Source: an optimization exercise on an open RTL-to-GDS flow (aim: small area). Production flows keep margins and buffers that such runs may drop.
Function was checked by simulation only, so behaviour that the tests miss may differ from the original.

File: flow/design.v
`timescale 1ns / 1ps
module mega_rca #(
	parameter W = 8
	)(
	input [W-1:0]a,
	input [W-1:0]b,
	input ci,
	output [W-1:0]s,
	output [W:0]c
	);
assign c[0] = ci;
genvar i;
generate
for (i = 0; i < W; i = i + 1)
begin : bit_
	assign s[i] = a[i] ^ b[i] ^ c[i];
	assign c[i + 1] = (a[i] & b[i]) | (c[i] & (a[i] ^ b[i]));
end
endgenerate
endmodule
module mega_alu (
	input [15:0]inst,
	input [15:0]rd,
	input [15:0]rr,
	input [7:0]io_in,
	output reg [15:0]R,
	input [7:0]sreg_in,
	output reg [7:0]sreg_out
);
wire [7:0]a = rd[7:0];
wire [7:0]b = rr[7:0];
wire [7:0]K = {inst[11:8], inst[3:0]};
wire i_movw   = inst[15:8] == 8'b00000001;
wire i_muls   = inst[15:8] == 8'b00000010;
wire i_mulx   = inst[15:8] == 8'b00000011;	 
wire i_mul    = inst[15:10] == 6'b100111;
wire i_cpc    = inst[15:10] == 6'b000001;
wire i_sbc    = inst[15:10] == 6'b000010;
wire i_add    = inst[15:10] == 6'b000011;
wire i_cp     = inst[15:10] == 6'b000101;
wire i_sub    = inst[15:10] == 6'b000110;
wire i_adc    = inst[15:10] == 6'b000111;
wire i_and    = inst[15:10] == 6'b001000;
wire i_eor    = inst[15:10] == 6'b001001;
wire i_or     = inst[15:10] == 6'b001010;
wire i_mov    = inst[15:10] == 6'b001011;
wire i_cpi    = inst[15:12] == 4'b0011;
wire i_sbci   = inst[15:12] == 4'b0100;
wire i_subi   = inst[15:12] == 4'b0101;
wire i_ori    = inst[15:12] == 4'b0110;
wire i_andi   = inst[15:12] == 4'b0111;
wire i_ldi    = inst[15:12] == 4'b1110;
wire g1op     = inst[15:9] == 7'b1001010;
wire i_com    = g1op & inst[3:0] == 4'b0000;
wire i_neg    = g1op & inst[3:0] == 4'b0001;
wire i_swap   = g1op & inst[3:0] == 4'b0010;
wire i_inc    = g1op & inst[3:0] == 4'b0011;
wire i_asr    = g1op & inst[3:0] == 4'b0101;
wire i_lsr    = g1op & inst[3:0] == 4'b0110;
wire i_ror    = g1op & inst[3:0] == 4'b0111;
wire i_dec    = g1op & inst[3:0] == 4'b1010;
wire i_sex    = inst[15:8] == 8'b10010100 & inst[3:0] == 4'b1000;
wire i_adiw   = inst[15:8] == 8'b10010110;
wire i_sbiw   = inst[15:8] == 8'b10010111;
wire i_bld    = inst[15:9] == 7'b1111100 & ~inst[3];
wire i_bst    = inst[15:9] == 7'b1111101 & ~inst[3];
wire i_cbi    = inst[15:10] == 6'b100110 & ~inst[8];
wire i_pass   = (inst[15:9] == 7'b1001001) | (inst[15:14] == 2'b10 & ~inst[12] & inst[9]) |
		(inst[15:11] == 5'b10111);
wire i_mulall = i_muls | i_mulx | i_mul;
wire i_frac   = i_mulx & (inst[7] | inst[3]);
wire sgn_a    = i_muls | i_mulx & (inst[7] | ~inst[3]);
wire sgn_b    = i_muls | i_mulx & inst[7] & ~inst[3];
wire i_w      = i_adiw | i_sbiw;
wire [15:0]prod;
mega_mul mul (.a(a), .b(b), .sa(sgn_a), .sb(sgn_b), .p(prod));
wire [15:0]mres = i_frac ? {prod[14:0], 1'b0} : prod;
wire imm   = i_cpi | i_sbci | i_subi;
wire sub   = i_sub | i_sbc | i_cp | i_cpc | imm | i_neg | i_dec | i_sbiw;
wire usec  = i_adc | i_sbc | i_cpc | i_sbci;
wire cin   = usec & sreg_in[0];
wire [7:0]x = i_neg ? 8'h00 : a;
wire [7:0]y = imm ? K : i_w ? {2'b00, inst[7:6], inst[3:0]} : (i_inc | i_dec) ? 8'h01 : i_neg ? a : b;
wire [7:0]s8;
wire [8:0]c8;
mega_rca #(.W(8)) addsub (.a(x), .b(sub ? ~y : y), .ci(cin ^ sub), .s(s8), .c(c8));
wire aC = sub ^ c8[8];
wire aH = sub ^ c8[4];
wire aV = c8[8] ^ c8[7];
wire [8:0]wt;
assign wt[0] = c8[8] ^ i_sbiw;
genvar j;
generate
for (j = 0; j < 8; j = j + 1)
begin : incdec
	assign wt[j + 1] = wt[j] & (rd[8 + j] ^ i_sbiw);
end
endgenerate
wire [7:0]wh = rd[15:8] ^ wt[7:0];
wire [15:0]w16 = {wh, s8};
wire [7:0]bmask = 8'h01 << inst[2:0];
wire [7:0]bit_src = i_cbi ? io_in : a;
wire bit_t = i_cbi ? inst[9] : sreg_in[6];
wire arith = i_sub | i_sbc | i_cp | i_cpc | imm | i_add | i_adc | i_neg | i_inc | i_dec;
wire logic_op = i_and | i_eor | i_or | i_ori | i_andi;
wire shift = i_asr | i_lsr | i_ror;
always @ *
begin
	R = 16'h0000;
	if (arith) R[7:0] = s8;
	if (i_and) R[7:0] = a & b;
	if (i_eor) R[7:0] = a ^ b;
	if (i_or) R[7:0] = a | b;
	if (i_ori) R[7:0] = a | K;
	if (i_andi) R[7:0] = a & K;
	if (i_com) R[7:0] = ~a;
	if (i_mov) R[7:0] = b;
	if (i_movw) R = rr;
	if (i_ldi) R[7:0] = K;
	if (i_swap) R[7:0] = {a[3:0], a[7:4]};
	if (shift) R[7:0] = {i_asr ? a[7] : i_ror ? sreg_in[0] : 1'b0, a[7:1]};
	if (i_bld | i_cbi) R[7:0] = bit_t ? (bit_src | bmask) : (bit_src & ~bmask);
	if (i_pass) R[7:0] = a;
	if (i_mulall) R = mres;
	if (i_w) R = w16;
end
wire z8 = R[7:0] == 8'h00;
wire z16 = z8 & (R[15:8] == 8'h00);
always @ *
begin
	sreg_out = sreg_in;
	if (arith) begin
		sreg_out[2] = R[7];
		sreg_out[1] = z8 & (~(i_sbc | i_cpc | i_sbci) | sreg_in[1]);
		sreg_out[3] = aV;
		sreg_out[4] = R[7] ^ aV;
		if (~(i_inc | i_dec)) begin
			sreg_out[0] = aC;
			sreg_out[5] = i_neg ? (R[3] | ~a[3]) : aH;
		end
	end
	if (logic_op | i_com) begin
		sreg_out[3] = 1'b0;
		sreg_out[2] = R[7];
		sreg_out[4] = R[7];
		sreg_out[1] = z8;
		if (i_com) sreg_out[0] = 1'b1;
	end
	if (shift) begin
		sreg_out[0] = a[0];
		sreg_out[2] = R[7];
		sreg_out[3] = R[7] ^ a[0];
		sreg_out[4] = a[0];
		sreg_out[1] = z8;
	end
	if (i_mulall) begin
		sreg_out[0] = prod[15];
		sreg_out[1] = (a == 8'h00) | (b == 8'h00);
	end
	if (i_w) begin
		sreg_out[0] = i_sbiw ? (R[15] & ~rd[15]) : (~R[15] & rd[15]);
		sreg_out[3] = i_sbiw ? (~R[15] & rd[15]) : (R[15] & ~rd[15]);
		sreg_out[2] = R[15];
		sreg_out[4] = R[15] ^ (i_sbiw ? (~R[15] & rd[15]) : (R[15] & ~rd[15]));
		sreg_out[1] = z16;
	end
	if (i_sex) sreg_out[inst[6:4]] = ~inst[7];
	if (i_bst) sreg_out[6] = a[inst[2:0]];
end
endmodule
module mega_mul (
	input [7:0]a,
	input [7:0]b,
	input sa,
	input sb,
	output [15:0]p
	);
wire s1 = (a[6] & b[0]) ^ (a[5] & b[1]);
wire c2 = (a[6] & b[0]) & (a[5] & b[1]);
wire s3 = ((a[7] & b[0]) ^ sa) ^ (a[6] & b[1]) ^ (a[5] & b[2]);
wire c4 = (((a[7] & b[0]) ^ sa) & (a[6] & b[1])) | ((a[5] & b[2]) & (((a[7] & b[0]) ^ sa) ^ (a[6] & b[1])));
wire s5 = (a[4] & b[3]) ^ (a[3] & b[4]) ^ (a[2] & b[5]);
wire c6 = ((a[4] & b[3]) & (a[3] & b[4])) | ((a[2] & b[5]) & ((a[4] & b[3]) ^ (a[3] & b[4])));
wire s7 = ((a[7] & b[1]) ^ sa) ^ (a[6] & b[2]) ^ (a[5] & b[3]);
wire c8 = (((a[7] & b[1]) ^ sa) & (a[6] & b[2])) | ((a[5] & b[3]) & (((a[7] & b[1]) ^ sa) ^ (a[6] & b[2])));
wire s9 = (a[4] & b[4]) ^ (a[3] & b[5]) ^ (a[2] & b[6]);
wire c10 = ((a[4] & b[4]) & (a[3] & b[5])) | ((a[2] & b[6]) & ((a[4] & b[4]) ^ (a[3] & b[5])));
wire s11 = ((a[7] & b[2]) ^ sa) ^ (a[6] & b[3]) ^ (a[5] & b[4]);
wire c12 = (((a[7] & b[2]) ^ sa) & (a[6] & b[3])) | ((a[5] & b[4]) & (((a[7] & b[2]) ^ sa) ^ (a[6] & b[3])));
wire s13 = (a[4] & b[0]) ^ (a[3] & b[1]);
wire c14 = (a[4] & b[0]) & (a[3] & b[1]);
wire s15 = (a[5] & b[0]) ^ (a[4] & b[1]) ^ (a[3] & b[2]);
wire c16 = ((a[5] & b[0]) & (a[4] & b[1])) | ((a[3] & b[2]) & ((a[5] & b[0]) ^ (a[4] & b[1])));
wire s17 = (a[2] & b[3]) ^ (a[1] & b[4]);
wire c18 = (a[2] & b[3]) & (a[1] & b[4]);
wire s19 = (a[4] & b[2]) ^ (a[3] & b[3]) ^ (a[2] & b[4]);
wire c20 = ((a[4] & b[2]) & (a[3] & b[3])) | ((a[2] & b[4]) & ((a[4] & b[2]) ^ (a[3] & b[3])));
wire s21 = (a[1] & b[5]) ^ (a[0] & b[6]) ^ s1;
wire c22 = ((a[1] & b[5]) & (a[0] & b[6])) | (s1 & ((a[1] & b[5]) ^ (a[0] & b[6])));
wire s23 = (a[1] & b[6]) ^ ((a[0] & b[7]) ^ sb) ^ (sa & ~sb);
wire c24 = ((a[1] & b[6]) & ((a[0] & b[7]) ^ sb)) | ((sa & ~sb) & ((a[1] & b[6]) ^ ((a[0] & b[7]) ^ sb)));
wire s25 = s3 ^ s5 ^ c2;
wire c26 = (s3 & s5) | (c2 & (s3 ^ s5));
wire s27 = ((a[1] & b[7]) ^ sb) ^ (sa & sb) ^ s7;
wire c28 = (((a[1] & b[7]) ^ sb) & (sa & sb)) | (s7 & (((a[1] & b[7]) ^ sb) ^ (sa & sb)));
wire s29 = s9 ^ c4 ^ c6;
wire c30 = (s9 & c4) | (c6 & (s9 ^ c4));
wire s31 = (a[4] & b[5]) ^ (a[3] & b[6]) ^ ((a[2] & b[7]) ^ sb);
wire c32 = ((a[4] & b[5]) & (a[3] & b[6])) | (((a[2] & b[7]) ^ sb) & ((a[4] & b[5]) ^ (a[3] & b[6])));
wire s33 = s11 ^ c8 ^ c10;
wire c34 = (s11 & c8) | (c10 & (s11 ^ c8));
wire s35 = ((a[7] & b[3]) ^ sa) ^ (a[6] & b[4]) ^ (a[5] & b[5]);
wire c36 = (((a[7] & b[3]) ^ sa) & (a[6] & b[4])) | ((a[5] & b[5]) & (((a[7] & b[3]) ^ sa) ^ (a[6] & b[4])));
wire s37 = (a[4] & b[6]) ^ ((a[3] & b[7]) ^ sb) ^ c12;
wire c38 = ((a[4] & b[6]) & ((a[3] & b[7]) ^ sb)) | (c12 & ((a[4] & b[6]) ^ ((a[3] & b[7]) ^ sb)));
wire s39 = ((a[7] & b[4]) ^ sa) ^ (a[6] & b[5]) ^ (a[5] & b[6]);
wire c40 = (((a[7] & b[4]) ^ sa) & (a[6] & b[5])) | ((a[5] & b[6]) & (((a[7] & b[4]) ^ sa) ^ (a[6] & b[5])));
wire s41 = (a[3] & b[0]) ^ (a[2] & b[1]);
wire c42 = (a[3] & b[0]) & (a[2] & b[1]);
wire s43 = (a[2] & b[2]) ^ (a[1] & b[3]) ^ (a[0] & b[4]);
wire c44 = ((a[2] & b[2]) & (a[1] & b[3])) | ((a[0] & b[4]) & ((a[2] & b[2]) ^ (a[1] & b[3])));
wire s45 = (a[0] & b[5]) ^ s15 ^ s17;
wire c46 = ((a[0] & b[5]) & s15) | (s17 & ((a[0] & b[5]) ^ s15));
wire s47 = s19 ^ s21 ^ c16;
wire c48 = (s19 & s21) | (c16 & (s19 ^ s21));
wire s49 = s23 ^ s25 ^ c20;
wire c50 = (s23 & s25) | (c20 & (s23 ^ s25));
wire s51 = s27 ^ s29 ^ c24;
wire c52 = (s27 & s29) | (c24 & (s27 ^ s29));
wire s53 = s31 ^ s33 ^ c28;
wire c54 = (s31 & s33) | (c28 & (s31 ^ s33));
wire s55 = s35 ^ s37 ^ c32;
wire c56 = (s35 & s37) | (c32 & (s35 ^ s37));
wire s57 = ((a[4] & b[7]) ^ sb) ^ s39 ^ c36;
wire c58 = (((a[4] & b[7]) ^ sb) & s39) | (c36 & (((a[4] & b[7]) ^ sb) ^ s39));
wire s59 = ((a[7] & b[5]) ^ sa) ^ (a[6] & b[6]) ^ ((a[5] & b[7]) ^ sb);
wire c60 = (((a[7] & b[5]) ^ sa) & (a[6] & b[6])) | (((a[5] & b[7]) ^ sb) & (((a[7] & b[5]) ^ sa) ^ (a[6] & b[6])));
wire s61 = (a[2] & b[0]) ^ (a[1] & b[1]);
wire c62 = (a[2] & b[0]) & (a[1] & b[1]);
wire s63 = (a[1] & b[2]) ^ (a[0] & b[3]) ^ s41;
wire c64 = ((a[1] & b[2]) & (a[0] & b[3])) | (s41 & ((a[1] & b[2]) ^ (a[0] & b[3])));
wire s65 = s13 ^ s43 ^ c42;
wire c66 = (s13 & s43) | (c42 & (s13 ^ s43));
wire s67 = c14 ^ s45 ^ c44;
wire c68 = (c14 & s45) | (c44 & (c14 ^ s45));
wire s69 = c18 ^ s47 ^ c46;
wire c70 = (c18 & s47) | (c46 & (c18 ^ s47));
wire s71 = c22 ^ s49 ^ c48;
wire c72 = (c22 & s49) | (c48 & (c22 ^ s49));
wire s73 = c26 ^ s51 ^ c50;
wire c74 = (c26 & s51) | (c50 & (c26 ^ s51));
wire s75 = c30 ^ s53 ^ c52;
wire c76 = (c30 & s53) | (c52 & (c30 ^ s53));
wire s77 = c34 ^ s55 ^ c54;
wire c78 = (c34 & s55) | (c54 & (c34 ^ s55));
wire s79 = c38 ^ s57 ^ c56;
wire c80 = (c38 & s57) | (c56 & (c38 ^ s57));
wire s81 = c40 ^ s59 ^ c58;
wire c82 = (c40 & s59) | (c58 & (c40 ^ s59));
wire s83 = ((a[7] & b[6]) ^ sa) ^ ((a[6] & b[7]) ^ sb) ^ c60;
wire c84 = (((a[7] & b[6]) ^ sa) & ((a[6] & b[7]) ^ sb)) | (c60 & (((a[7] & b[6]) ^ sa) ^ ((a[6] & b[7]) ^ sb)));
wire s85 = (a[1] & b[0]) ^ (a[0] & b[1]);
wire c86 = (a[1] & b[0]) & (a[0] & b[1]);
wire s87 = (a[0] & b[2]) ^ s61 ^ c86;
wire c88 = ((a[0] & b[2]) & s61) | (c86 & ((a[0] & b[2]) ^ s61));
wire s89 = s63 ^ c62 ^ c88;
wire c90 = (s63 & c62) | (c88 & (s63 ^ c62));
wire s91 = s65 ^ c64 ^ c90;
wire c92 = (s65 & c64) | (c90 & (s65 ^ c64));
wire s93 = s67 ^ c66 ^ c92;
wire c94 = (s67 & c66) | (c92 & (s67 ^ c66));
wire s95 = s69 ^ c68 ^ c94;
wire c96 = (s69 & c68) | (c94 & (s69 ^ c68));
wire s97 = s71 ^ c70 ^ c96;
wire c98 = (s71 & c70) | (c96 & (s71 ^ c70));
wire s99 = s73 ^ c72 ^ c98;
wire c100 = (s73 & c72) | (c98 & (s73 ^ c72));
wire s101 = s75 ^ c74 ^ c100;
wire c102 = (s75 & c74) | (c100 & (s75 ^ c74));
wire s103 = s77 ^ c76 ^ c102;
wire c104 = (s77 & c76) | (c102 & (s77 ^ c76));
wire s105 = s79 ^ c78 ^ c104;
wire c106 = (s79 & c78) | (c104 & (s79 ^ c78));
wire s107 = s81 ^ c80 ^ c106;
wire c108 = (s81 & c80) | (c106 & (s81 ^ c80));
wire s109 = s83 ^ c82 ^ c108;
wire c110 = (s83 & c82) | (c108 & (s83 ^ c82));
wire s111 = ((a[7] & b[7]) ^ sa ^ sb) ^ c84 ^ c110;
wire c112 = (((a[7] & b[7]) ^ sa ^ sb) & c84) | (c110 & (((a[7] & b[7]) ^ sa ^ sb) ^ c84));
wire s113 = sa ^ c112;
assign p = {s113, s111, s109, s107, s105, s103, s101, s99, s97, s95, s93, s91, s89, s87, s85, (a[0] & b[0])};
endmodule
`timescale 1ns / 1ps
module mega_regs (
	input clk,
	input [3:0]rs1i,	 
	input rs1h,		 
	output [15:0]rs1,
	input [3:0]rs2i,
	input rs2h,
	output [15:0]rs2,
	input [3:0]rdi,		 
	input rdwl,		 
	input rdwh,		 
	input rdm,		 
	input [15:0]rd
	);
reg [7:0]REGL[0:15];
reg [7:0]REGH[0:15];
wire [7:0]dh = rdm ? rd[15:8] : rd[7:0];
genvar k;
generate
for (k = 0; k < 16; k = k + 1)
begin : pair
	always @ (posedge clk)
	begin
		if(rdwl && rdi == k) REGL[k] <= rd[7:0];
		if(rdwh && rdi == k) REGH[k] <= dh;
	end
end
endgenerate
reg [7:0]l1, h1, l2, h2;
integer i;
always @ *
begin
	l1 = 8'h00; h1 = 8'h00; l2 = 8'h00; h2 = 8'h00;
	for (i = 0; i < 16; i = i + 1)
	begin
		l1 = l1 | (REGL[i] & {8{rs1i == i}});
		h1 = h1 | (REGH[i] & {8{rs1i == i}});
		l2 = l2 | (REGL[i] & {8{rs2i == i}});
		h2 = h2 | (REGH[i] & {8{rs2i == i}});
	end
end
assign rs1 = {h1, rs1h ? h1 : l1};
assign rs2 = {h2, rs2h ? h2 : l2};
endmodule
`timescale 1ns / 1ps
module mega (
	input rst,
	input clk,
	output [15:0]pgm_addr,
	input [15:0]pgm_data,
	output [15:0]data_addr,
	output [7:0]data_out,
	output data_write,
	input [7:0]data_in,
	output data_read,
	output [5:0]io_addr,
	output [7:0]io_out,
	output io_write,
	input [7:0]io_in,
	output io_read
	);
reg [15:0]PC;
reg [1:0]state_cnt;
reg skip_next_clock;
reg [15:0]pgm_data_registered;
reg [3:0]rs1i;
reg rs1h;
reg [3:0]rs2i;
reg rs2h;
reg [3:0]rdi;
reg rdwl;
reg rdwh;
reg reg_rdm;
reg [15:0]data_addr_int;
reg [7:0]data_out_int;
reg data_write_int;
reg data_read_int;
reg io_write_int;
reg io_read_int;
reg [7:0]SREG;
reg [15:0]SP;
wire [15:0]reg_rs1;
wire [15:0]reg_rs2;
reg [15:0]reg_rd;
wire [15:0]alu_rd;
wire [7:0]sreg_out;
assign data_addr = data_addr_int;
assign data_out = data_out_int;
assign data_write = data_write_int;
assign data_read = data_read_int;
assign io_out = data_out_int;	 
assign io_write = io_write_int;
assign io_read = io_read_int;
wire [15:0]P = pgm_data_registered;
wire p_iobit = P[15:10] == 6'b100110;
wire [5:0]io_addr_int = p_iobit ? {1'b0, P[7:3]} : {P[10:9], P[3:0]};
assign io_addr = io_addr_int;
wire p_in = P[15:11] == 5'b10110;
wire [7:0]bus_ext = p_in ? io_in : data_in;
wire bus_spl = p_in ? (io_addr_int == 6'h3D) : (data_addr_int == 16'h005D);
wire bus_sph = p_in ? (io_addr_int == 6'h3E) : (data_addr_int == 16'h005E);
wire bus_sreg = p_in ? (io_addr_int == 6'h3F) : (data_addr_int == 16'h005F);
wire [7:0]bus_in = bus_spl ? SP[7:0] : bus_sph ? SP[15:8] : bus_sreg ? SREG : bus_ext;
wire execute = ~skip_next_clock;
wire st0 = state_cnt == 2'd0;
wire st1 = state_cnt == 2'd1;
wire st2 = state_cnt == 2'd2;
wire st3 = state_cnt == 2'd3;
wire [15:0]I = (st0 & ~skip_next_clock) ? pgm_data : pgm_data_registered;
wire gld  = I[15:9] == 7'b1001000;
wire gst  = I[15:9] == 7'b1001001;
wire g1op = I[15:9] == 7'b1001010;
wire movw  = I[15:8] == 8'b00000001;
wire muls  = I[15:8] == 8'b00000010;
wire mulx  = I[15:8] == 8'b00000011;
wire mul   = I[15:10] == 6'b100111;
wire cpse  = I[15:10] == 6'b000100;
wire cpi   = I[15:12] == 4'b0011;
wire immop = (I[15:12] == 4'b0011) | (I[15:12] == 4'b0100) | (I[15:12] == 4'b0101) | (I[15:12] == 4'b0110) | (I[15:12] == 4'b0111);
wire ldi   = I[15:12] == 4'b1110;
wire ldd   = I[15:14] == 2'b10 & ~I[12] & ~I[9];
wire std   = I[15:14] == 2'b10 & ~I[12] & I[9];
wire lds   = gld & I[3:0] == 4'b0000;
wire sts   = gst & I[3:0] == 4'b0000;
wire ld_yzp = gld & I[2:0] == 3'b001;
wire st_yzp = gst & I[2:0] == 3'b001;
wire ld_yzn = gld & I[2:0] == 3'b010;
wire st_yzn = gst & I[2:0] == 3'b010;
wire lpm_r  = gld & I[3:2] == 2'b01 & ~I[0];
wire lpm_rp = gld & I[3:2] == 2'b01 & I[0];
wire ld_x   = gld & I[3:0] == 4'b1100;
wire st_x   = gst & I[3:0] == 4'b1100;
wire ld_xp  = gld & I[3:0] == 4'b1101;
wire st_xp  = gst & I[3:0] == 4'b1101;
wire ld_xn  = gld & I[3:0] == 4'b1110;
wire st_xn  = gst & I[3:0] == 4'b1110;
wire pop    = gld & I[3:0] == 4'b1111;
wire push   = gst & I[3:0] == 4'b1111;
wire alu1   = g1op & (I[3:0] == 4'b0000 | I[3:0] == 4'b0001 | I[3:0] == 4'b0010 | I[3:0] == 4'b0011 |
		I[3:0] == 4'b0101 | I[3:0] == 4'b0110 | I[3:0] == 4'b0111 | I[3:0] == 4'b1010);
wire ret    = I == 16'b1001010100001000;
wire reti   = I == 16'b1001010100011000;
wire lpm_e  = I[15:5] == 11'b10010101110 & I[3:0] == 4'b1000;
wire ijmp   = I[15:5] == 11'b10010100000 & I[3:0] == 4'b1001;
wire icall  = I[15:5] == 11'b10010101000 & I[3:0] == 4'b1001;
wire jmp    = g1op & I[3:1] == 3'b110;
wire call   = g1op & I[3:1] == 3'b111;
wire adiw   = I[15:9] == 7'b1001011;
wire cbi    = I[15:10] == 6'b100110 & ~I[8];
wire sbic   = I[15:10] == 6'b100110 & I[8];
wire in_    = I[15:11] == 5'b10110;
wire out_   = I[15:11] == 5'b10111;
wire rjmp   = I[15:12] == 4'b1100;
wire rcall  = I[15:12] == 4'b1101;
wire brch   = I[15:11] == 5'b11110;
wire bld    = I[15:9] == 7'b1111100 & ~I[3];
wire sbrc   = I[15:10] == 6'b111111 & ~I[3];
wire alu2   = I[15:10] == 6'b000010 | I[15:10] == 6'b000011 | I[15:10] == 6'b000110 |
		I[15:10] == 6'b000111 | I[15:12] == 4'b0010;	 
wire mulall = muls | mulx | mul;
wire lpm_any = lpm_r | lpm_rp | lpm_e;
wire ptr_yz = ld_yzp | st_yzp | ld_yzn | st_yzn;
wire ptr_x = ld_x | st_x | ld_xp | st_xp | ld_xn | st_xn;
wire ptr_n = ld_yzn | st_yzn | ld_xn | st_xn;
wire stack = rcall | call | icall | push | ret | reti | pop;
wire e0 = execute & st0;
wire e1 = execute & st1;
wire e2 = execute & st2;
wire e3 = execute & st3;
wire [5:0]io_a = {I[10:9], I[3:0]};
wire next2w = (pgm_data[15:10] == 6'b100100 & pgm_data[3:0] == 4'b0000) |
		(pgm_data[15:9] == 7'b1001010 & pgm_data[3:2] == 2'b11);
wire skip_cond = (cpse & (reg_rs1[7:0] == reg_rs2[7:0])) |
		(sbrc & (reg_rs1[I[2:0]] == I[9])) |
		(sbic & (io_in[I[2:0]] == I[9]));	 
wire br_take = sreg_out[I[2:0]] == ~I[10];
wire pc_abs = e1 & (jmp | call | ijmp | icall);
wire pc_ret = e3 & (ret | reti);
wire pc_rel12 = (e0 & rjmp) | (e1 & rcall);
wire pc_rel7 = e0 & brch & br_take;
wire pc_hold = (e0 & (rcall | push | ret | reti | cpse | sbrc | pop | ldd | std | ptr_yz | ptr_x |
		out_ | in_ | cbi | sbic | lpm_any)) |
	(e1 & (ret | reti | lds | ldd | ld_yzp | ld_yzn | st_yzn | ld_x | ld_xp | ld_xn | st_xn | lpm_any)) |
	(e2 & (ret | reti));
wire [15:0]pc_base = (e1 & (jmp | call)) ? pgm_data :
			(e1 & (ijmp | icall)) ? reg_rs1 :
			pc_ret ? {data_out_int, bus_in} : PC;
wire [15:0]pc_off = pc_rel12 ? {{4{I[11]}}, I[11:0]} :
			pc_rel7 ? {{9{I[9]}}, I[9:3]} :
			(pc_ret & reti) ? 16'hFFFF :
			(pc_abs | pc_ret | pc_hold) ? 16'h0000 : 16'h0001;
wire [15:0]pc_next;
wire [16:0]pc_c;
mega_rca #(.W(16)) pc_add (.a(pc_base), .b(pc_off), .ci(1'b0), .s(pc_next), .c(pc_c));
wire sp_dec = ((e0 | e1) & (rcall | call | icall)) | (e1 & push);
wire sp_inc = ((e0 | e1) & (ret | reti)) | (e0 & pop);
wire ptr_disp = st1 & (ldd | std);
wire ptr_dec = (st1 | st2) & ptr_n;
wire [15:0]ad_a = stack ? SP : reg_rs2;
wire [15:0]ad_off = stack ? (sp_dec ? 16'hFFFF : 16'h0001) :
			ptr_disp ? {10'h000, I[13], I[11:10], I[2:0]} :
			ptr_dec ? 16'hFFFF : 16'h0001;
wire [15:0]ad_sum;
wire [16:0]ad_c;
mega_rca #(.W(16)) ad_add (.a(ad_a), .b(ad_off), .ci(1'b0), .s(ad_sum), .c(ad_c));
wire p_gld = P[15:9] == 7'b1001000;
wire p_ldmem = (p_gld & (P[3:0] == 4'b0000 | P[2:0] == 3'b001 | P[2:0] == 3'b010 | P[3:0] == 4'b1100 |
		P[3:0] == 4'b1101 | P[3:0] == 4'b1110 | P[3:0] == 4'b1111)) |
		(P[15:14] == 2'b10 & ~P[12] & ~P[9]);
wire p_lpm = (p_gld & P[3:2] == 2'b01) | (P[15:5] == 11'b10010101110 & P[3:0] == 4'b1000);
wire p_lpm_p = p_gld & P[3:2] == 2'b01 & P[0];
wire [7:0]pgm_byte_sel = (p_lpm_p ? rs1h : reg_rs2[0]) ? pgm_data[15:8] : pgm_data[7:0];
always @ *
begin
	reg_rd = alu_rd;
	if (st0 & (p_ldmem | p_in)) reg_rd[7:0] = bus_in;
	if (st1 | st2) reg_rd = ad_sum;
	if (st2 & p_lpm) reg_rd[7:0] = pgm_byte_sel;
end
assign pgm_addr = (execute & st1 & p_lpm) ? {1'b0, reg_rs2[15:1]} : PC;
reg [4:0]n_rs1a, n_rs2a, n_rda;
reg n_reg_rs1m, n_reg_rs2m, n_reg_rdm, n_reg_rdw;
always @ *
begin
	n_rs1a = I[8:4];
	if (e0 & (muls | immop)) n_rs1a[4] = 1'b1;
	if (e0 & mulx) n_rs1a[4:3] = 2'b10;
	if (e0 & adiw) n_rs1a[4:2] = 3'b111;
	if (e0 & (ijmp | icall)) n_rs1a = 5'b01111;
	n_rs2a = {I[9], I[3:0]};
	if (e0 & muls) n_rs2a[4] = 1'b1;
	if (e0 & mulx) n_rs2a[4:3] = 2'b10;
	if ((e0 & (ldd | std)) | ((e0 | e1) & ptr_yz)) n_rs2a = {2'b01, 2'b11, ~I[3]};
	if ((e0 | e1) & ptr_x) n_rs2a = 5'b01101;
	if ((e0 | e1) & lpm_any) n_rs2a = 5'b01111;
	n_rda = I[8:4];
	if (e0 & (ldi | (immop & ~cpi))) n_rda[4] = 1'b1;
	if ((e0 & mulall) | (e1 & lpm_e)) n_rda = 5'h00;
	if (e0 & adiw) n_rda[4:2] = 3'b111;
	if ((e1 & (ld_yzp | ld_yzn | st_yzn)) | (e0 & st_yzp)) n_rda = {2'b01, 2'b11, ~I[3]};
	if ((e1 & (ld_xp | ld_xn | st_xn)) | (e0 & st_xp)) n_rda = 5'b01101;
	if (e0 & lpm_rp) n_rda = 5'b01111;
	n_reg_rs1m = e0 & (adiw | ijmp | icall);
	n_reg_rs2m = (e0 & (movw | ldd | std)) | ((e0 | e1) & (ptr_yz | ptr_x | lpm_any));
	n_reg_rdm = (e0 & (movw | mulall | adiw | st_yzp | st_xp | lpm_rp)) |
		(e1 & (ld_yzp | ld_yzn | st_yzn | ld_xp | ld_xn | st_xn));
	n_reg_rdw = (e0 & (ldi | movw | mulall | alu1 | alu2 | bld | (immop & ~cpi) | adiw | st_yzp | st_xp | lpm_rp)) |
		(e1 & (pop | ld_yzp | ld_yzn | st_yzn | ld_xp | ld_xn | st_xn | in_ | lpm_any)) |
		(e2 & (lds | ldd | ld_yzp | ld_yzn | ld_x | ld_xp | ld_xn));
end
always @ (posedge clk or posedge rst)
begin
	if(rst)
	begin
		PC <= 16'h0000;
		skip_next_clock <= 1'b1;
	end
	else
	begin
		PC <= pc_next;
		skip_next_clock <= (e0 & brch & br_take) |
			(e1 & (cpse | sbrc | sbic) & skip_cond & ~next2w) |
			(e0 & rjmp) | (e1 & (jmp | ijmp | rcall | call | icall)) | (e3 & (ret | reti));
	end
end
always @ (posedge clk)
begin
	if (e0 & (jmp | ijmp | stack | cpse | sbrc | lds | sts | ldd | std | ptr_yz | ptr_x |
			out_ | in_ | cbi | sbic | lpm_any))
		state_cnt <= 2'd1;
	else if ((e1 & (ret | reti | lds | ldd | ld_yzp | ld_yzn | st_yzn | ld_x | ld_xp | ld_xn | st_xn |
			lpm_any)) |
		 (e1 & (cpse | sbrc | sbic) & skip_cond & next2w))
		state_cnt <= 2'd2;
	else if (e2 & (ret | reti | cpse | sbrc | sbic))
		state_cnt <= 2'd3;
	else
		state_cnt <= 2'd0;
	pgm_data_registered <= I;
	rs1i <= n_reg_rs1m ? n_rs1a[3:0] : n_rs1a[4:1];
	rs1h <= (e1 & lpm_rp) ? reg_rs2[0] : ~n_reg_rs1m & n_rs1a[0];
	rs2i <= (e0 & icall) ? PC[11:8] : n_reg_rs2m ? n_rs2a[3:0] : n_rs2a[4:1];
	rs2h <= ~n_reg_rs2m & n_rs2a[0];
	rdi <= (e0 & icall) ? PC[15:12] : n_reg_rdm ? n_rda[3:0] : n_rda[4:1];
	rdwl <= n_reg_rdw & (n_reg_rdm | ~n_rda[0]);
	rdwh <= n_reg_rdw & (n_reg_rdm | n_rda[0]);
	reg_rdm <= n_reg_rdm;
	data_write_int <= sp_dec | (e1 & (std | st_yzp | st_x | st_xp | sts)) | (e2 & (st_yzn | st_xn));
	data_read_int <= ((e1 | e2) & (ret | reti)) | (e1 & pop) |
		(e2 & (ldd | ld_yzp | ld_yzn | ld_x | ld_xp | ld_xn | lds));
	io_write_int <= e1 & (out_ | cbi);
	io_read_int <= (e1 & in_) | (e0 & cbi) | ((e0 | e1) & sbic);
	if ((e0 & (rcall | icall)))
		data_out_int <= PC[7:0];
	else if (e1 & (rcall | call))
		data_out_int <= PC[15:8];	 
	else if (e0 & call)
		data_out_int <= pc_next[7:0];
	else if (e1 & icall)
		data_out_int <= {rdi, rs2i};
	else if (ret | reti)
		data_out_int <= bus_in;
	else
		data_out_int <= alu_rd[7:0];	 
end
always @ (posedge clk)
begin
	if (sp_dec | (e1 & pop) | (e2 & (ret | reti)) | (e1 & (ld_yzp | st_yzp | ld_x | st_x | ld_xp | st_xp)))
		data_addr_int <= ad_a;
	else if (sp_inc | (e1 & (ldd | std | ld_yzn | st_yzn | ld_xn | st_xn)))
		data_addr_int <= ad_sum;
	else if (e1 & (lds | sts))
		data_addr_int <= pgm_data;
	if ((e1 & sts & (data_addr_int == 16'h005F)) | (e1 & out_ & (io_a == 6'h3F)))
		SREG <= reg_rs1[7:0];
	else if (e3 & reti)
		SREG <= {1'b1, sreg_out[6:0]};
	else
		SREG <= sreg_out;
	if (sp_dec | sp_inc)
		SP <= ad_sum;
	else if ((e1 & sts & (pgm_data == 16'h005D)) | (e1 & out_ & (io_a == 6'h3D)))
		SP[7:0] <= reg_rs1[7:0];
	else if ((e1 & sts & (pgm_data == 16'h005E)) | (e1 & out_ & (io_a == 6'h3E)))
		SP[15:8] <= reg_rs1[7:0];
end
mega_alu alu (
	.inst(pgm_data_registered),
	.rd(reg_rs1),
	.rr(reg_rs2),
	.io_in(io_in),
	.R(alu_rd),
	.sreg_in(SREG),
	.sreg_out(sreg_out)
);
mega_regs regs (
	.clk(clk),
	.rs1i(rs1i),
	.rs1h(rs1h),
	.rs1(reg_rs1),
	.rs2i(rs2i),
	.rs2h(rs2h),
	.rs2(reg_rs2),
	.rdi(rdi),
	.rdwl(rdwl),
	.rdwh(rdwh),
	.rd(reg_rd),
	.rdm(reg_rdm)
);
endmodule
`timescale 1ns / 1ps
module avr_core (
	input clk,
	input rst,
	output [15:0]pgm_addr,
	input [15:0]pgm_data,
	output [15:0]data_addr,
	output [7:0]data_out,
	output data_write,
	input [7:0]data_in,
	output data_read,
	output [5:0]io_addr,
	output [7:0]io_out,
	output io_write,
	input [7:0]io_in,
	output io_read
	);
mega core(
	.rst(rst),
	.clk(clk),
	.pgm_addr(pgm_addr),
	.pgm_data(pgm_data),
	.data_addr(data_addr),
	.data_out(data_out),
	.data_write(data_write),
	.data_in(data_in),
	.data_read(data_read),
	.io_addr(io_addr),
	.io_out(io_out),
	.io_write(io_write),
	.io_in(io_in),
	.io_read(io_read)
	);
endmodule
File: flow/flow/run.sh
#!/bin/bash
# Own layout flow: the standard flow (standard.sh) with
#  - synthesis mapped by an area-oriented ABC script (flow/synth_area.tcl),
#  - port buffers of the smallest buffer cell,
set -euo pipefail
W=$(pwd)
bash "$W/standard.sh" \
  "SYNTH_SCRIPT=$W/flow/synth_area.tcl" \
  "BUFFER_PORTS_ARGS=-buffer_cell sky130_fd_sc_hd__buf_1" \
  "CTS_ARGS=-sink_clustering_enable -repair_clock_nets -dont_use_dummy_load -buf_list sky130_fd_sc_hd__clkbuf_4 -sink_clustering_size 10 -sink_clustering_max_diameter 35" \
  finish > "$W/flow_make.log" 2>&1
File: flow/flow/area.abc
&get -n
&st
&dch -f
&nf -R 1000 -F 8 -A 4 -p
&put
File: flow/flow/synth_area.tcl
# The standard synthesis (synth_recipe.tcl), with the technology mapping of
# the combinational logic done by an area-oriented ABC script (area.abc beside
# this file) in place of ORFS's delay-oriented one. Everything else, and so
# every register's name and cell type, is as in the standard synthesis.
set area_abc_script [file join [file dirname [file normalize [info script]]] area.abc]
proc synth {args} { yosys synth -nofsm -noshare {*}$args }
proc abc {args} {
  set i [lsearch -exact $args -script]
  if { $i >= 0 } {
    lset args [expr {$i + 1}] $::area_abc_script
  }
  yosys abc {*}$args
}
source $::env(SCRIPTS_DIR)/synth.tcl
# left out here: clear keep_hierarchy, flatten, clean up, hide names made inside functions, write 1_2_yosys.v
File: flow/standard.sh
#!/bin/bash
# synth_recipe.tcl (not shown) runs the flow's synth.tcl, then flattens the netlist and writes it again
# the make line also repeats each setting of config.mk as NAME=value (left out here)
make -C /OpenROAD-flow-scripts/flow DESIGN_CONFIG=/design/flow/config.mk WORK_HOME=/design/flow/orfs CLKGATE_MAP_FILE= SYNTH_SCRIPT=/design/flow/synth_recipe.tcl "${@:-finish}"
File: flow/config.mk
export PLATFORM = sky130hd
export DESIGN_NAME = avr_core
export DESIGN_NICKNAME = avr_core
export VERILOG_FILES = /design/flow/design.v
export SDC_FILE = /design/flow/constraint.sdc
export NUM_CORES = 4
export LEC_CHECK = 0
export CAP_MARGIN = 15
export CORE_MARGIN = 2
export CORE_UTILIZATION = 50
export GPL_ROUTABILITY_DRIVEN = 0
export GPL_TIMING_DRIVEN = 0
export PLACE_DENSITY = 0.75
export SLEW_MARGIN = 10
File: flow/constraint.sdc
create_clock -name core_clock -period 20.0 [get_ports {clk}]
set_input_delay 4.0000 -clock core_clock [delete_from_list [all_inputs] [get_ports {clk}]]
set_output_delay 4.0000 -clock core_clock [all_outputs]
set_load 0.01 [all_outputs]
==> results by group, run 1 <==
Outcome
  • Status: finished clean

STA
  • RSZ-0062 raised after global routing: false
  • Final setup fails: 0
  • Hold Vio Cnt, Final: 0
  • Skew final: 0.163 ns
  • Worst hold slack: just under 0.6 ns
  • Slew Limit Fails: 0
  • Final WS setup: 0.884 ns
  • Fin crit period: 19.12 ns
  • Max Clock Freq: around 52 MHz
  • Slew HR: 10.7%
  • TNS Setup: 0 ns
  • Least-Margin Pin Slew: 1.33 ns
  • Final Cycle Share: 95.6%

Clocking
  • Clock transition at path regs: 0.11 ns
  • CTS resizes: 0
  • Clk buf depth: 3
  • Hold buffers post-CTS: 0
  • Cts bufs inserted: 55
  • Clk sinks: 360
  • Worst-Skew Late Latency: 0.84 ns
  • CTS root buf: clkbuf_4
  • CTS tree: done
  • H-Tree Depth: 2
  • Setup Buffers After CTS: 0

Setup path
  • CP most frequent cell: fa_1
  • Reg2Reg Setup Slack: 0.88 ns
  • Worst Path Max Fanout: 8
  • Critical Path Max Stage Delay: about 0.94 ns
  • Slowest CP cell: a221oi_1
  • Worst R2R Path Depth: 62
  • Critical Path Source Type: flip-flop
  • Kind of critical path: flip-flop to flip-flop
  • Worst Setup SP: core.rs2i[1]$_DFF_P_
  • RR Endpoint: core.PC[15]$_DFF_PP0_
  • End of the critical path: core.PC[15]$_DFF_PP0_
  • Critical Path RT: 20.63 ns
  • FF-to-FF Start: core.rs2i[1]$_DFF_P_
  • Critical Path Sink Type: flip-flop
  • CP arrival: 19.74 ns

Routing
  • DR iter-0 viols: 5,294
  • Avg WL per Cell: 29.0 µm
  • Final wirelength: about 90,000 µm
  • Via density: 7.41
  • Routed Antenna Nets: 0
  • Via Count: 23,400
  • Pre-antenna DRT Iters: 11
  • DRC: 0

Cells and area
  • Post-synthesis to final-layout area growth: 10.5%
  • Fin util: 56.1%
  • Filler cells: 3,947
  • Layout cells sized above 1: between 7 and 8%
  • Layout Cells excl Fill: 3,153
  • Post-route design area: 25,500 µm²
  • Final nets: 2,703

Floorplanning
  • Core footprint: around 45,000 µm²
  • I/O pins: 92
  • DIE AREA: 47,800 µm²
  • Die height: 219 µm
  • Die width: 219 µm
  • Row cnt: between 70 and 80
  • Initial core utilization: 50.8%

Placed design
  • HPWL after detailed placement: 66,800 µm
  • Post-Place Worst Slack: 1.35 ns
  • Placed insts: 3,091
  • Port bufs: slightly above 90
  • Dpl cell area: 25,000 µm²

Synthesis
  • Area contributors post-synth: edfxtp_1 (38%), fa_1 (7.5%), nand2_1 (4.9%)
  • Asr flop ratio synth: 4.72%
  • Avg Synthesized Cell Area: 9.84 µm²
  • Most used flip-flop cell after synthesis: edfxtp_1
  • Synth Warn #: 5
  • Number of synthesized flops with an enable pin: 288
  • Most frequent cells after synthesis: nand2_1 (301), edfxtp_1 (288), nor2_1 (264), a21oi_1 (176), o21ai_0 (174)
  • Cell Area, Synth: 23,000 µm²
  • Mapped Cells: 2,341
  • Top cell type's share of synthesized area: 37.5%
  • Distinct cells, synth: 67
  • Post-synthesis sequential area ratio: approximately 44%
  • Flops & latches, synth: 360
  • Area leader, netlist: edfxtp_1
  • Top-count cell post-synth: nand2_1
  • Syn nets: ~2,500

GRT
  • Initial antenna violation count: 3
  • Global-route wire length before repair: 133,000 µm
  • Gr ovfl total: 0
  • Vias in the first global route: 21,900
  • Total track usage: a little under two fifths
  • Largest net degree at the start of global routing: 34

Worst hold path
  • Worst hold path type: flip-flop to flip-flop
  • WHS Path Cells: 2

Flow run
  • # Max-Cap Violations: 0
-- logic make-up (layout without fill, tap and decap cells) --
logic type	Yosys count	count (layout)	share of synthesized area [%]
AND/OR/NAND/NOR	889	889	17.7
AO/OA/AOI/OAI	764	764	22.7
flip-flops	360	360	44.2
adder cells (fa/ha/maj)	117	117	9.16
buffers and inverters	104	313	1.82
multiplexers	55	55	2.44
XOR/XNOR	52	52	1.98
other	0	3	0
-- layout make-up --
| cell class | count | area, µm² | area share [%] |
|---|---|---|---|
| clock buffer | 55 | 413 | 1.62 |
| tap | 600 | 751 | 2.95 |
| antenna | 3 | 7.51 | 0.0295 |
| inverter | 95 | 357 | 1.40 |
| buffer | 9 | 63.8 | 0.251 |
| timing repair buffer | 154 | 991 | 3.89 |
| sequential | 360 | 10200 | 40.0 |
| multi-input combinational | 1877 | 12700 | 49.9 |
-- critical path: cells and delay by family, from the launching register on --
kind	cells	cell delay, ns
AO/OA/AOI/OAI	19	5.06
flip-flops	1	0.61
XOR/XNOR	3	0.79
buffers and inverters	3	0.57
AND/OR/NAND/NOR	10	1.84
adder cells (fa/ha/maj)	27	10.10
-- state kept, by name, indices dropped and copies added, names as in the netlist, 8 cells and up --
register / count
core.regs.REGH: 128
core.data_addr_int: 16
core.data_out_int: 8
core.PC: 16
core.SREG: 8
core.regs.REGL: 128
core.SP: 16
core.pgm_data_registered: 16
-- metal layers --
metal | share of wire (%) | global-route usage, % | vias up | routed length (µm)
li1 | - | - | 9552 | -
met1 | 34 | 49.4 | 10900 | 31200
met2 | 42 | 53.4 | 2331 | 38100
met3 | 16 | 10.7 | 576 | 15000
met4 | 7.8 | 23.9 | 0 | 7160
met5 | 0 | 0 | - | 0
-- worst min-delay path by stage --
stage                                     start                           end
after floorplan           core.PC[15]$_DFF_PP0_           core.rdi[3]$_DFF_P_
after global placement     core.PC[9]$_DFF_PP0_          core.rs2i[1]$_DFF_P_
after detailed placement  core.PC[13]$_DFF_PP0_           core.rdi[1]$_DFF_P_
after CTS                 core.PC[13]$_DFF_PP0_           core.rdi[1]$_DFF_P_
after global routing      core.PC[13]$_DFF_PP0_           core.rdi[1]$_DFF_P_
final                      core.PC[0]$_DFF_PP0_  core.data_out_int[0]$_DFF_P_
-- placed cells by master (no fill, tap or decap), drive strengths merged, types with 45 or more instances in the layout --
cell type | netlist | routed
nand2 | 301 | 301
a21oi | 176 | 176
fa | 86 | 86
o21ai | 174 | 174
dfxtp | 55 | 55
clkinv | 95 | 95
nor3 | 56 | 56
mux2i | 45 | 45
edfxtp | 288 | 288
a22oi | 52 | 52
buf | 9 | 161
clkbuf | 0 | 57
a222oi | 79 | 79
nor2 | 264 | 264
a221oi | 45 | 45
nand4 | 45 | 45
==> run 2, diff against run 1 <==
--- a/flow/config.mk
+++ b/flow/config.mk
@@ -8,7 +8,6 @@
 export CAP_MARGIN = 15
 export CORE_MARGIN = 2
 export CORE_UTILIZATION = 50
-export GPL_ROUTABILITY_DRIVEN = 0
 export GPL_TIMING_DRIVEN = 0
 export PLACE_DENSITY = 0.75
 export SLEW_MARGIN = 10
==> results by group, run 2 <==
STA
  • Least-Margin Pin Slew: 1.39 ns (+0.0602 ns)
  • RSZ-0062 raised after global routing: false
  • Final Cycle Share: 95.7% (+0.14 points)
  • Max Clock Freq: 52.2 MHz (-0.15%)
  • Final setup fails: 0 (unchanged)
  • Slew Limit Fails: 0 (unchanged)
  • Fin crit period: 19.14 ns (+0.0278 ns)
  • Hold Vio Cnt, Final: 0 (unchanged)
  • Skew final: 0.191 ns (+0.0278 ns)
  • Slew HR: 7.52% (-3.2 points)
  • Worst hold slack: 0.548 ns (-0.0382 ns)

Setup path
  • Kind of critical path: flip-flop to flip-flop
  • Slowest CP cell: o21ai_4
  • Critical Path RT: 20.68 ns (+0.05 ns)
  • Critical Path Source Type: flip-flop
  • Critical Path Max Stage Delay: 0.83 ns (-0.11 ns)
  • Worst Path Max Fanout: 20 (+12)
  • CP most frequent cell: fa_1
  • CP arrival: 19.83 ns (+0.09 ns)
  • Critical Path Sink Type: flip-flop

Floorplanning
  • Die height: 219 µm (unchanged)
  • Die width: 219 µm (unchanged)
  • Initial core utilization: 50.8% (unchanged)
  • DIE AREA: 47,800 µm² (unchanged)
  • Core footprint: 45,400 µm² (unchanged)
  • Row cnt: 78 (unchanged)
  • I/O pins: 92 (unchanged)

Synthesis
  • Cell Area, Synth: 23,000 µm² (unchanged)
  • Top-count cell post-synth: nand2_1
  • Most frequent cells after synthesis: nand2_1 (301), edfxtp_1 (288), nor2_1 (264), a21oi_1 (176), o21ai_0 (174)
  • Area leader, netlist: edfxtp_1
  • Top cell type's share of synthesized area: 37.5% (unchanged)
  • Flops & latches, synth: 360 (unchanged)
  • Most used flip-flop cell after synthesis: edfxtp_1
  • Area contributors post-synth: edfxtp_1 (38%), fa_1 (7.5%), nand2_1 (4.9%)
  • Post-synthesis sequential area ratio: 44.2% (unchanged)
  • Syn nets: 2,492 (unchanged)
  • Avg Synthesized Cell Area: 9.84 µm² (unchanged)
  • Asr flop ratio synth: 4.72% (unchanged)
  • Mapped Cells: 2,341 (unchanged)
  • Distinct cells, synth: 67 (unchanged)
  • Number of synthesized flops with an enable pin: 288 (unchanged)
  • Synth Warn #: 5 (unchanged)

GRT
  • Total track usage: 38.7% (+1.4 points)
  • Largest net degree at the start of global routing: 34 (unchanged)
  • Vias in the first global route: 21,800 (-0.26%)
  • Global-route wire length before repair: 137,000 µm (+3.1%)
  • Initial antenna violation count: 2 (-1)
  • Gr ovfl total: 0 (unchanged)

Placed design
  • RD Place Congestion: 1.05
  • HPWL after detailed placement: 69,100 µm (+3.5%)
  • Port bufs: 91 (unchanged)

Worst hold path
  • Worst hold path type: flip-flop to flip-flop

Clocking
  • CTS root buf: clkbuf_4
  • Clk buf depth: 3 (unchanged)
  • Clock transition at path regs: 0.11 ns (about the same)
  • CTS tree: done
  • H-Tree Depth: 2 (unchanged)
  • Hold buffers post-CTS: 0 (unchanged)
  • CTS resizes: 0 (unchanged)
  • Worst-Skew Late Latency: 0.84 ns (about the same)
  • Setup Buffers After CTS: 0 (unchanged)
  • Cts bufs inserted: 54 (-1.8%)
  • Clk sinks: 360 (unchanged)

Cells and area
  • Commonest non-fill, non-tap cell in the layout: nand2_1
  • Final nets: 2,698 (-0.18%)
  • Layout cells sized above 1: 7.07% (-0.14 points)
  • Fin util: 56.0% (-0.12 points)
  • Filler cells: 3,969 (+0.56%)
  • Most frequent cells in the layout: nand2_1 (301), edfxtp_1 (288), nor2_1 (245), a21oi_1 (174), o21ai_0 (159)
  • Post-synthesis to final-layout area growth: 10.3%
  • Regs by FF count: core.regs.REGH (128), core.regs.REGL (128)

Routing
  • Final wirelength: 94,200 µm (+3.0%)
  • DR iter-0 viols: 4,398 (-17%)
  • Via Count: 23,200 (-0.87%)
  • Routed Antenna Nets: 0 (unchanged)
  • Via density: 7.36 (-0.65%)
  • Avg WL per Cell: 29.9 µm (+3.3%)
  • Pre-antenna DRT Iters: 10 (-1)
  • DRC: 0 (unchanged)

Outcome
  • Status: finished clean

Flow run
  • # Max-Cap Violations: 0 (unchanged)
run 2: cells by family (layout without fill, tap and decap cells):
family / count (synthesis) / in the layout / synth area share, %
xor gates and xnor gates: 52 / 52 / 1.98
DFF: 360 / 360 / 44.2
adders and majority gates: 117 / 117 / 9.16
buffers and inverters: 104 / 308 / 1.82
muxes: 55 / 55 / 2.44
other: 0 / 1 / 0
AOI/OAI and AO/OA: 764 / 764 / 22.7
and+or+nand+nor: 889 / 889 / 17.7
run 2: metrics by stage:
stage	instance area (µm²)	worst slack [ns]	std cells	setup TNS [ns]
after CTS	25400	1.18	3139	0
after global placement	24100	-1.90	3032	-7.15
final	25400	0.857	3146	0
after detailed placement	24900	1.18	3085	0
after global routing	25400	0.289	3146	0
after floorplan	23000	2.92	2341	0
run 2: area by class of cell:
cell class | count | area (µm²) | share of cell area, %
flip-flops and latches | 360 | 10200 | 40.0
diodes | 1 | 2.50 | 0.00985
clock buffers | 54 | 405 | 1.60
plain buffers | 9 | 63.8 | 0.251
repair buffers | 150 | 917 | 3.61
well taps | 600 | 751 | 2.95
inverters | 95 | 357 | 1.40
multi-input cells | 1877 | 12700 | 50.1
run 2: critical path: cells and delay by family, from the launching register on:
kind | cells | cell delay, ns
fa+ha+maj | 28 | 10.17
flops | 1 | 0.55
buf+inv | 4 | 0.81
compound gates | 19 | 4.85
simple gates | 10 | 1.92
xor+xnor | 3 | 0.72
run 2: final timing paths:
check	from	end	slack [ns]	cells past startpoint
worst max-delay path	core.rs1i[1]$_DFF_P_	core.PC[15]$_DFF_PP0_	0.86	64
worst min-delay path	core.PC[13]$_DFF_PP0_	core.rdi[1]$_DFF_P_	0.55	1
worst max register to register	core.rs1i[1]$_DFF_P_	core.PC[15]$_DFF_PP0_	0.86	64
worst min register to register	core.PC[13]$_DFF_PP0_	core.rdi[1]$_DFF_P_	0.55	1
max in group asynchronous	rst	core.skip_next_clock$_DFF_PP1_	16.35	2
min in group asynchronous	rst	core.PC[10]$_DFF_PP0_	3.22	2
run 2: metal layers:
metal  GRT usage [%]  up-vias  share of wire, %
met5               0        -             0.013
met2            57.2     2159                43
met3            10.1      460                15
met4            20.3        2               6.1
met1            52.4    11000                36
li1                -     9561                 -

==> port drivers added, routing unchanged <==
The results above use ideal ports. As a check the final layouts listed here were re-extracted and re-timed, cells and wires unchanged.
Step 1: set_driving_cell puts a clkbuf_16 on clk and a buf_2 on each other input, an assumption about the parent block.
Step 2 times the ports against the registers' clock, not the clock port: input delays grow and output delays shrink by t, the midpoint of the rising clock arrivals with the driver on.
a / b / c = no drivers / after step 1 / after step 2; a / b = the first two.
| run | t, ns | slack for setup (ns) | worst setup path at the end |
|---|---|---|---|
| run 1 | 0.809 | 0.884 / 0.884 / 0.884 | register to register |
| run 2 | 0.800 | 0.857 / 0.857 / 0.857 | register to register |
After both steps every run listed still meets setup and hold.
